From an optimization exercise on the open Yosys and OpenROAD flow, aimed at small area and a short achievable clock period; shortcuts taken in it are not production practice.
Only simulation tests tie the RTL to the original design; equivalence was not proved.

## fpadder
module fpadder(input [15:0] A, input [15:0] B, input clk, input rst, output reg [15:0] C);
==> module fpadder, before the edit <==
module fpadder(input [15:0] A, input [15:0] B, input clk, input rst, output reg [15:0] C);
wire [5:0] dbo = {1'b0, A[14:10]} - {1'b0, B[14:10]};
reg        sa1, sb1, abig1;
reg [4:0]  eb1, d1;
reg [9:0]  ma1, mb1;
always @(posedge clk) begin
	sa1   <= A[15];
	sb1   <= B[15];
	abig1 <= ~dbo[5] & ((|dbo[4:0]) | (A[9:0] > B[9:0]));
	eb1   <= B[14:10];
	d1    <= dbo[4:0];
	ma1   <= A[9:0];
	mb1   <= B[9:0];
end
wire [9:0]  xm1 = abig1 ? ma1 : mb1;
wire [9:0]  ym1 = abig1 ? mb1 : ma1;
wire [4:0]  sh1 = abig1 ? d1 : -d1;
wire [10:0] ys = {1'b1, ym1} >> sh1[3:0];
wire [10:0] yv = sh1[4] ? 11'd0 : ys;
wire        sub1 = sa1 ^ sb1;
reg        sign2, sub2;
reg [4:0]  exp2;    
reg [9:0]  xm2;
reg [10:0] ym2;
always @(posedge clk) begin
	sign2 <= abig1 ? sa1 : sb1;
	sub2  <= sub1;
	exp2  <= eb1 + (abig1 ? d1 : 5'd0) + 5'd1;
	xm2   <= xm1;
	ym2   <= yv ^ {11{sub1}};
end
wire [12:0] s = {2'b01, xm2, 1'b1} + {sub2, ym2, sub2};
reg        sign3;
reg [4:0]  exp3;    
reg [11:0] s3;
always @(posedge clk) begin
	sign3 <= sign2;
	exp3  <= exp2;
	s3    <= s[12:1];
end
reg [3:0] k;
always @(*) begin
	casez (s3[11:1])
	11'b1??????????: k = 4'd0;
	11'b01?????????: k = 4'd1;
	11'b001????????: k = 4'd2;
	11'b0001???????: k = 4'd3;
	11'b00001??????: k = 4'd4;
	11'b000001?????: k = 4'd5;
	11'b0000001????: k = 4'd6;
	11'b00000001???: k = 4'd7;
	11'b000000001??: k = 4'd8;
	11'b0000000001?: k = 4'd9;
	11'b00000000001: k = 4'd10;
	default:         k = 4'd1;
	endcase
end
wire [12:0] w = {s3, 1'b0} << k;
wire [5:0]  en = {exp3, 1'b1} + {1'b1, ~k, 1'b1};    
wire [4:0]  e = en[5:1];
wire zero = ~sign3 && exp3 == 5'd1 && s3 == 12'h800;
always @(posedge clk)
	C <= {sign3, e[4:1], e[0] & ~zero, w[11:2]};
endmodule
clock: 4.0 ns
lec_check: 0
abc_area: 1
cap_margin: 20
core_margin: 2
core_utilization: 40
cts_buf_list: sky130_fd_sc_hd__clkbuf_4 sky130_fd_sc_hd__clkbuf_8
cts_cluster_diameter: 80
cts_cluster_size: 50
setup_slack_margin: 2.3
slew_margin: 20
tns_end_percent: 0
standard.sh (not shown) runs the stock make flow with config.mk's settings and CLKGATE_MAP_FILE= SYNTH_SCRIPT=/design/flow/synth_recipe.tcl, a recipe that flattens the netlist after the stock synthesis.
==> flow/flow/run.sh <==
#!/bin/bash
# Standard layout, with plain buffers (not delay cells) on the ports.
set -euo pipefail
export BUFFER_PORTS_ARGS="-buffer_cell sky130_fd_sc_hd__buf_2"
bash standard.sh > standard.log 2>&1
The baseline ran to the end with no violations.
Next try:
--- a/flow/design.v
+++ b/flow/design.v
@@ -1,33 +1,33 @@
 module fpadder(input [15:0] A, input [15:0] B, input clk, input rst, output reg [15:0] C);
 wire [5:0] dbo = {1'b0, A[14:10]} - {1'b0, B[14:10]};
+wire [4:0] dba = B[14:10] - A[14:10];
 reg        sa1, sb1, abig1;
-reg [4:0]  eb1, d1;
+reg [4:0]  eb1, ad1;
 reg [9:0]  ma1, mb1;
 always @(posedge clk) begin
 	sa1   <= A[15];
 	sb1   <= B[15];
 	abig1 <= ~dbo[5] & ((|dbo[4:0]) | (A[9:0] > B[9:0]));
 	eb1   <= B[14:10];
-	d1    <= dbo[4:0];
+	ad1   <= dbo[5] ? dba : dbo[4:0];
 	ma1   <= A[9:0];
 	mb1   <= B[9:0];
 end
 wire [9:0]  xm1 = abig1 ? ma1 : mb1;
 wire [9:0]  ym1 = abig1 ? mb1 : ma1;
-wire [4:0]  sh1 = abig1 ? d1 : -d1;
-wire [10:0] ys = {1'b1, ym1} >> sh1[3:0];
-wire [10:0] yv = sh1[4] ? 11'd0 : ys;
+wire [10:0] ys = {1'b1, ym1} >> ad1[3:0];
+wire [10:0] yv = ad1[4] ? 11'd0 : ys;
 wire        sub1 = sa1 ^ sb1;
 reg        sign2, sub2;
 reg [4:0]  exp2;    
 reg [9:0]  xm2;
 reg [10:0] ym2;
 always @(posedge clk) begin
 	sign2 <= abig1 ? sa1 : sb1;
 	sub2  <= sub1;
-	exp2  <= eb1 + (abig1 ? d1 : 5'd0) + 5'd1;
+	exp2  <= eb1 + (abig1 ? ad1 : 5'd0) + 5'd1;
 	xm2   <= xm1;
 	ym2   <= yv ^ {11{sub1}};
 end
 wire [12:0] s = {2'b01, xm2, 1'b1} + {sub2, ym2, sub2};
 reg        sign3;
What happened: Cell area falls by 0.78%. Via count falls by 1.9%. Area after synthesis rises by 1.6%. First-iteration DRC count rises by 0.72%. Non-clock buffer count falls by 10. Synthesized cell count falls by 1.8%. Global-route usage falls by 0.77 points.

-- port drivers added, routing unchanged --
The results above use ideal ports. As a check the final layouts listed here were re-extracted and re-timed, cells and wires unchanged.
Step 1 assumes that a clkbuf_16 drives the clock port and a buf_2 every other input.
Step 2 adds t to the input delays and takes it off the output delays; t is the mean of the earliest and latest rising clock arrival at the registers after step 1. Input paths then give back, and output paths get back, about the clock's delay inside the block.
Slacks: no drivers / after step 1 / after step 2; pairs: no drivers / after step 1.
run	t, ns	slack for setup (ns)	worst hold slack (ns)	worst setup path after step 2	worst data-port slew with drivers (ns)
the first run	0.386	2.036 / 2.036 / 1.706	0.324 / 0.324 / 0.324	input to register	0.03
the second run	0.395	2.039 / 2.039 / 1.740	0.323 / 0.323 / 0.323	input to register	0.03
After both steps setup and hold are still met in every run listed. The setup slack of the first run, which loses most, moves by 0.000 ns with the drivers and by -0.330 ns with both steps.
